What follows belongs to an exercise in optimizing a design on an open flow for small area; a production flow would make more cautious choices. Where RTL was checked, it was by simulation tests only, not by an equivalence proof against the original. Power and IR drop assume default switching activity.

==> job 2566 <==
## fir_filt
module fir_filt
#(
	parameter sig_width = 12,
	parameter reg_width = 32,
	parameter coef_width = 24,
	parameter coef_count = 8,
	localparam coef_id_w = $clog2(coef_count),
	parameter max_shift = 32,
	localparam max_shift_w = $clog2(max_shift)
)
(
	input rst,
	input flush,
	input clk,
	input [coef_id_w-1:0] addr,
	input [coef_width-1:0] coef,
	input coef_ready,
	output reg coef_done,
	output [coef_width-1:0] coef_r,
	input result_shift_ready,
	input [max_shift_w-1:0] result_shift_i,
	output reg result_shift_done,
	output reg [max_shift_w-1:0] result_shift,
	input conv_done,
	input [sig_width-1:0] adc_in_a,
	input [sig_width-1:0] adc_in_b,
	output [sig_width-1:0] filt_out_a,
	output [sig_width-1:0] filt_out_b,
	output reg filt_done
);
clock: 10.0 ns
lec_check: 0
cap_margin: 20
core_margin: 2
core_utilization: 65
cts_cluster_diameter: 100
cts_cluster_size: 30
slew_margin: 20
run.sh (not shown) runs the stock make flow with config.mk's settings and CLKGATE_MAP_FILE= SYNTH_SCRIPT=/design/flow/synth_recipe.tcl, a recipe that flattens the netlist after the stock synthesis.
==> inputs of job 5419, as changes to job 2566 <==
--- a/flow/config.mk
+++ b/flow/config.mk
@@ -7,7 +7,5 @@
 export LEC_CHECK = 0
 export CAP_MARGIN = 20
 export CORE_MARGIN = 2
-export CORE_UTILIZATION = 65
-export CTS_CLUSTER_DIAMETER = 100
-export CTS_CLUSTER_SIZE = 30
+export CORE_UTILIZATION = 40
 export SLEW_MARGIN = 20
==> run summary <==
metric                                                                    job 2566       job 5419
Result of the run                                                  failed layout checks  timing/DRC/antenna clean
Violated checks                                                       setup timing              -
Fmax                                                                      98.0 MHz        101 MHz
Fill cell total of the finished layout                                        4096           8917
Fraction of final layout cells with drive strength greater than 1            0.123          0.129
Sum of internal, switching and leakage power                               15.7 mW        15.7 mW
Worst-case setup slack after placement                                  -0.0715 ns      0.0982 ns
Initial Utilization                                                          0.655          0.405
Chip Width                                                                  247 um         314 um
Leakage                                                                    18.9 nW        19.3 nW
Setup Total Neg Slack                                                    -0.202 ns           0 ns
Final std cells w/o fill                                                      4780           5314
Die outline height                                                          247 um         314 um
Met2 layer usage reported by global route                                    0.622          0.382
Switching share of power                                                     0.518          0.488
GPL Wtd Cong                                                                 0.989          0.903
Hold_ws                                                                   0.325 ns       0.302 ns
Die area                                                                61200 um^2     98700 um^2
Critical path endpoint                                               filt_out_b[1]  filt_out_a[2]
Clock Latency Late Sink                                                    0.63 ns        0.65 ns
Worst Path Max Fanout                                                           12             24
Proportion of cell area occupied by multi-input gates                        0.559          0.540
Worst-case register-to-register setup slack                                3.52 ns        3.49 ns
Wire length on met1                                                       43300 um       48500 um

---

==> try-violet: inputs <==
Another version of the RTL of fir_filt (not shown whole).
Design fir_filt, start of the top module:
module fir_filt
#(
	parameter sig_width = 12,
	parameter reg_width = 32,
	parameter coef_width = 24,
	parameter coef_count = 8,
	localparam coef_id_w = $clog2(coef_count),
	parameter max_shift = 32,
	localparam max_shift_w = $clog2(max_shift),
	parameter stages = 4,
	localparam op_per_stage = coef_count/stages
)
(
	input rst,         
	input flush,       
	input clk,         
	input [coef_id_w-1:0] addr,          
	input [coef_width-1:0] coef,         
	input coef_ready,                    
	output reg coef_done,                
	output reg [coef_width-1:0] coef_r,  
	input result_shift_ready,						 
	input [max_shift_w-1:0] result_shift_i,			 
	output reg result_shift_done,					 
	output reg [max_shift_w-1:0] result_shift,	 
	input conv_done,								 
	input [sig_width-1:0] adc_in_a,					 
	input [sig_width-1:0] adc_in_b,					 
	output reg [sig_width-1:0] filt_out_a,			 
	output reg [sig_width-1:0] filt_out_b,			 
	output reg filt_done							 
);
==> module fir_filt, before the edit <==
module fir_filt
#(
	parameter sig_width = 12,
	parameter reg_width = 32,
	parameter coef_width = 24,
	parameter coef_count = 8,
	localparam coef_id_w = $clog2(coef_count),
	parameter max_shift = 32,
	localparam max_shift_w = $clog2(max_shift),
	parameter stages = 4,
	localparam op_per_stage = coef_count/stages
)
(
	input rst,         
	input flush,       
	input clk,         
	input [coef_id_w-1:0] addr,          
	input [coef_width-1:0] coef,         
	input coef_ready,                    
	output reg coef_done,                
	output reg [coef_width-1:0] coef_r,  
	input result_shift_ready,						 
	input [max_shift_w-1:0] result_shift_i,			 
	output reg result_shift_done,					 
	output reg [max_shift_w-1:0] result_shift,	 
	input conv_done,								 
	input [sig_width-1:0] adc_in_a,					 
	input [sig_width-1:0] adc_in_b,					 
	output reg [sig_width-1:0] filt_out_a,			 
	output reg [sig_width-1:0] filt_out_b,			 
	output reg filt_done							 
);
	reg [coef_width-1:0] coeffs [0:coef_count-1];		 
	reg [sig_width-1:0] shift_reg_a [0:coef_count-1];	 
	reg [sig_width-1:0] shift_reg_b [0:coef_count-1];	 
	reg [reg_width-1:0] mac_a [stages-1:0];							 
	reg [reg_width-1:0] mac_b [stages-1:0];							 
	reg [stages:0] mac_valid;										 
	reg cc_r; always @(posedge clk) cc_r <= conv_done;
	wire cc_rising = {cc_r, conv_done} == 2'b01;
	integer i;
	always @(posedge clk) begin
		if (rst) begin
			coeffs[0] <= 1;   
			for (i = 1; i < coef_count; i = i + 1) coeffs[i] <= 0;   
			coef_done <= 0;
		end else if (coef_ready) begin
			coeffs[addr] <= coef;
			coef_done <= 1;
		end else begin
			coef_r <= coeffs[addr];
			coef_done <= 0;
		end
	 end
	always @(posedge clk) begin
		if (rst) begin
			result_shift <= 0;
			result_shift_done <= 0;
		end else if (result_shift_ready) begin
			result_shift <= result_shift_i;
			result_shift_done <= 1;
		end else begin
			result_shift_done <= 0;
		end
	end
	integer j, k;
	always @(posedge clk) begin
		if (rst | flush) begin
			for (j = 0; j < coef_count; j = j + 1) begin
				shift_reg_a[j] <= 0;
				shift_reg_b[j] <= 0;
			end
		end else if (cc_rising) begin
			for (k = coef_count-1; k > 0; k = k - 1) begin
				shift_reg_a[k] <= shift_reg_a[k-1];
				shift_reg_b[k] <= shift_reg_b[k-1];
			end
			shift_reg_a[0] <= adc_in_a;
			shift_reg_b[0] <= adc_in_b;
		end
	end
	integer l, m, stage;
	reg [reg_width-1:0] part_a [stages-1:0];
	reg [reg_width-1:0] part_b [stages-1:0];
	always @(*) begin
		for (l = 0; l < stages; l = l + 1) begin
			part_a[l] = (l == 0) ? {reg_width{1'b0}} : mac_a[(l == 0) ? 0 : l - 1];
			part_b[l] = (l == 0) ? {reg_width{1'b0}} : mac_b[(l == 0) ? 0 : l - 1];
		end
		for (m = 0; m < coef_count; m = m + 1) begin
			stage = m / op_per_stage;
			part_a[stage] = part_a[stage] + shift_reg_a[m] * coeffs[m];
			part_b[stage] = part_b[stage] + shift_reg_b[m] * coeffs[m];
		end
	end
	always @(posedge clk) begin
		if (rst | flush) begin
			for (l = 0; l < stages; l = l + 1) begin
				mac_a[l] <= 0;
				mac_b[l] <= 0;
			end
			mac_valid <= 0;
		end else begin
			mac_valid <= {mac_valid[stages-1:0], cc_rising};
			for (l = 0; l < stages; l = l + 1) begin
				if (mac_valid[l]) begin
					mac_a[l] <= part_a[l];
					mac_b[l] <= part_b[l];
				end
			end
		end
	end
	always @(posedge clk) begin
		if (rst | flush) begin
			filt_out_a <= 0;
			filt_out_b <= 0;
			filt_done <= 0;
		end else if (mac_valid[stages]) begin
			if (result_shift != 0) begin
				filt_out_a <= mac_a[stages-1] >> result_shift;
				filt_out_b <= mac_b[stages-1] >> result_shift;
			end else begin
				filt_out_a <= mac_a[stages-1][sig_width-1:0];
				filt_out_b <= mac_b[stages-1][sig_width-1:0];
			end
			filt_done <= 1;
		end else begin
			filt_done <= 0;
		end
	end
endmodule
export LEC_CHECK = 0
export CAP_MARGIN = 20
export CORE_MARGIN = 2
export CORE_UTILIZATION = 40
export SLEW_MARGIN = 20
create_clock -name core_clock -period 10.0 [get_ports {clk}]
==> try-maple: changes against try-violet <==
==> flow/design.v (replaced) <==
module fir_filt
#(
	parameter sig_width = 12,
	parameter reg_width = 32,
	parameter coef_width = 24,
	parameter coef_count = 8,
	localparam coef_id_w = $clog2(coef_count),
	parameter max_shift = 32,
	localparam max_shift_w = $clog2(max_shift)
)
(
	input rst,
	input flush,
	input clk,
	input [coef_id_w-1:0] addr,
	input [coef_width-1:0] coef,
	input coef_ready,
	output reg coef_done,
	output [coef_width-1:0] coef_r,
	input result_shift_ready,
	input [max_shift_w-1:0] result_shift_i,
	output reg result_shift_done,
	output reg [max_shift_w-1:0] result_shift,
	input conv_done,
	input [sig_width-1:0] adc_in_a,
	input [sig_width-1:0] adc_in_b,
	output [sig_width-1:0] filt_out_a,
	output [sig_width-1:0] filt_out_b,
	output reg filt_done
);
	integer i;
	reg cc_r;
	always @(posedge clk) cc_r <= conv_done;
	wire take = conv_done & ~cc_r & ~flush & ~rst;	 
	wire clr = rst | flush;
	reg [coef_width-1:0] coeffs [0:coef_count-1];
	always @(posedge clk) begin
		for (i = 0; i < coef_count; i = i + 1)
			if (rst)
				coeffs[i] <= (i == 0) ? 1 : 0;
			else if (coef_ready && addr == i)
				coeffs[i] <= coef;
		coef_done <= ~rst & coef_ready;
	end
	reg [coef_id_w-1:0] addr_r;
	always @(posedge clk) addr_r <= addr;
	assign coef_r = coeffs[addr_r];
	always @(posedge clk) begin
		if (rst)
			result_shift <= 0;
		else if (result_shift_ready)
			result_shift <= result_shift_i;
		result_shift_done <= ~rst & result_shift_ready;
	end
	reg [2:0] cnt;
	reg live;		 
	wire idle = (cnt == 7);
	always @(posedge clk) begin
		if (rst)
			cnt <= 7;
		else if (take | ~idle)
			cnt <= cnt + 1;
		live <= ~clr & (take | live);
		filt_done <= ~clr & live & (cnt == 5);
	end
	reg [2:0] ha;
	reg [3:0] nv;
	always @(posedge clk) begin
		if (clr) nv <= 0;
		else if (take && nv != 8) nv <= nv + 1;
		if (rst) ha <= 0;
		else ha <= (ha + 1 + take) % 7;
	end
	wire [2:0] hs = idle ? ((ha == 6) ? 0 : ha + 1) : ha;
	wire last = (cnt == 6);			 
	wire [2:0] hage = (hs == 0 && !last) ? 7 : hs;
	wire [3:0] nvs = idle ? ((nv == 8) ? 8 : nv + 1) : nv;
	wire head_ok = {1'b0, hage} < nvs;
	wire ins = (hs == 0) & (take | (cnt < 6));	 
	reg [sig_width-1:0] ring_a [0:6];
	reg [sig_width-1:0] ring_b [0:6];
	reg [sig_width-1:0] stg_a, stg_b;
	wire [sig_width-1:0] head_a = head_ok ? ring_a[6] : 0;
	wire [sig_width-1:0] head_b = head_ok ? ring_b[6] : 0;
	always @(posedge clk) begin
		if (take) begin
			stg_a <= adc_in_a;
			stg_b <= adc_in_b;
		end
		for (i = 1; i < 7; i = i + 1) begin
			ring_a[i] <= ring_a[i-1];
			ring_b[i] <= ring_b[i-1];
		end
		ring_a[0] <= ins ? (take ? adc_in_a : stg_a) : head_a;
		ring_b[0] <= ins ? (take ? adc_in_b : stg_b) : head_b;
	end
	wire [coef_id_w-1:0] cidx = last ? 0 : hage;
	wire [coef_width-1:0] cm = coeffs[cidx];
	wire [sig_width-1:0] xa = last ? stg_a : head_a;
	wire [sig_width-1:0] xb = last ? stg_b : head_b;
	reg [reg_width-1:0] acc_a, acc_b;
	wire [reg_width-1:0] sum_a = (idle ? 0 : acc_a) + xa * cm;
	wire [reg_width-1:0] sum_b = (idle ? 0 : acc_b) + xb * cm;
	always @(posedge clk) begin
		acc_a <= sum_a;
		acc_b <= sum_b;
	end
	wire [reg_width-1:0] sh_a = sum_a >> result_shift;
	wire [reg_width-1:0] sh_b = sum_b >> result_shift;
	assign filt_out_a = sh_a[sig_width-1:0];
	assign filt_out_b = sh_b[sig_width-1:0];
endmodule
==> results_dict.tcl <==
set metrics [dict create \
    reg2reg_to "mac_a[0][31]$_SDFFE_PP0P_" \
    p_sw_uw 3130 \
    powerDensity_nw_per_um2 48.2 \
    grt_use_met2_pct 43.9 \
    core-area_um2 421000 \
    dp_worst_setup_slack_ns 1.96 \
    avgViaCountPerCell 5.24 \
    start_util_pct 40.2 \
    startpoint "coeffs[1][2]$_SDFFCE_PN0P_" \
    diodes 53 \
    clk_path_buf_depth 4 \
    status "finished clean" \
    synth_common_cells "inv_1, fa_1, nand2_1" \
    ff2ff_path_depth 22 \
    p_leak_uw 0.0900 \
]
the above is filed under try-violet

==> results_dict.tcl <==
set metrics [dict create \
    core-area_um2 98100 \
    avgViaCountPerCell 5.37 \
    start_util_pct 40.3 \
    fin_ws_ns -1.50 \
    grt_use_met2_pct 44.2 \
    status "failed layout checks" \
    p_leak_uw 0.0234 \
    setup_viol 25 \
    dp_worst_setup_slack_ns -1.55 \
    powerDensity_nw_per_um2 440 \
    synth_common_cells "nand2_1, inv_1, fa_1" \
    so_faults "negative setup slack" \
    ff2ff_path_depth 67 \
    startpoint "cnt[0]$_SDFFE_PP1P_" \
    p_sw_uw 10600 \
]
the above is filed under try-maple

Only the layout flow was run in try-violet; the RTL was not checked for function there.

static timing again, ports no longer ideal:
The flow's constraints put no driver on any port. The routed layouts listed below were extracted and timed again, unchanged, in two steps. Step 1 (the two cells are an assumption about what drives the block):
set clk [get_ports {clk}]
set_driving_cell -lib_cell sky130_fd_sc_hd__clkbuf_16 $clk
set_driving_cell -lib_cell sky130_fd_sc_hd__buf_2 [delete_from_list [all_inputs] $clk]
Step 2 also shifts input and output timing later by t, the mid clock arrival at the registers, as if the neighbouring blocks saw the same clock. Three values: no drivers, after step 1, after step 2; two values: the first two.
run | t (ns) | slack for setup (ns) | hold WS [ns] | slew at the worst register clock pin (ns) | cell pins on the clock port's net
job 2566 | 0.665 | -0.202 / -0.266 / 0.399 | 0.325 / 0.325 / 0.325 | 0.11 / 0.11 | 1
job 5419 | 0.696 | 0.068 / -0.001 / 0.695 | 0.302 / 0.302 / 0.302 | 0.07 / 0.07 | 1
try-violet | 0.963 | 1.796 / 1.796 / 1.796 | 0.453 / 0.453 / 0.453 | 0.08 / 0.08 | 1
try-maple | 0.694 | -1.498 / -1.528 / -1.498 | 0.315 / 0.315 / 0.315 | 0.07 / 0.07 | 1
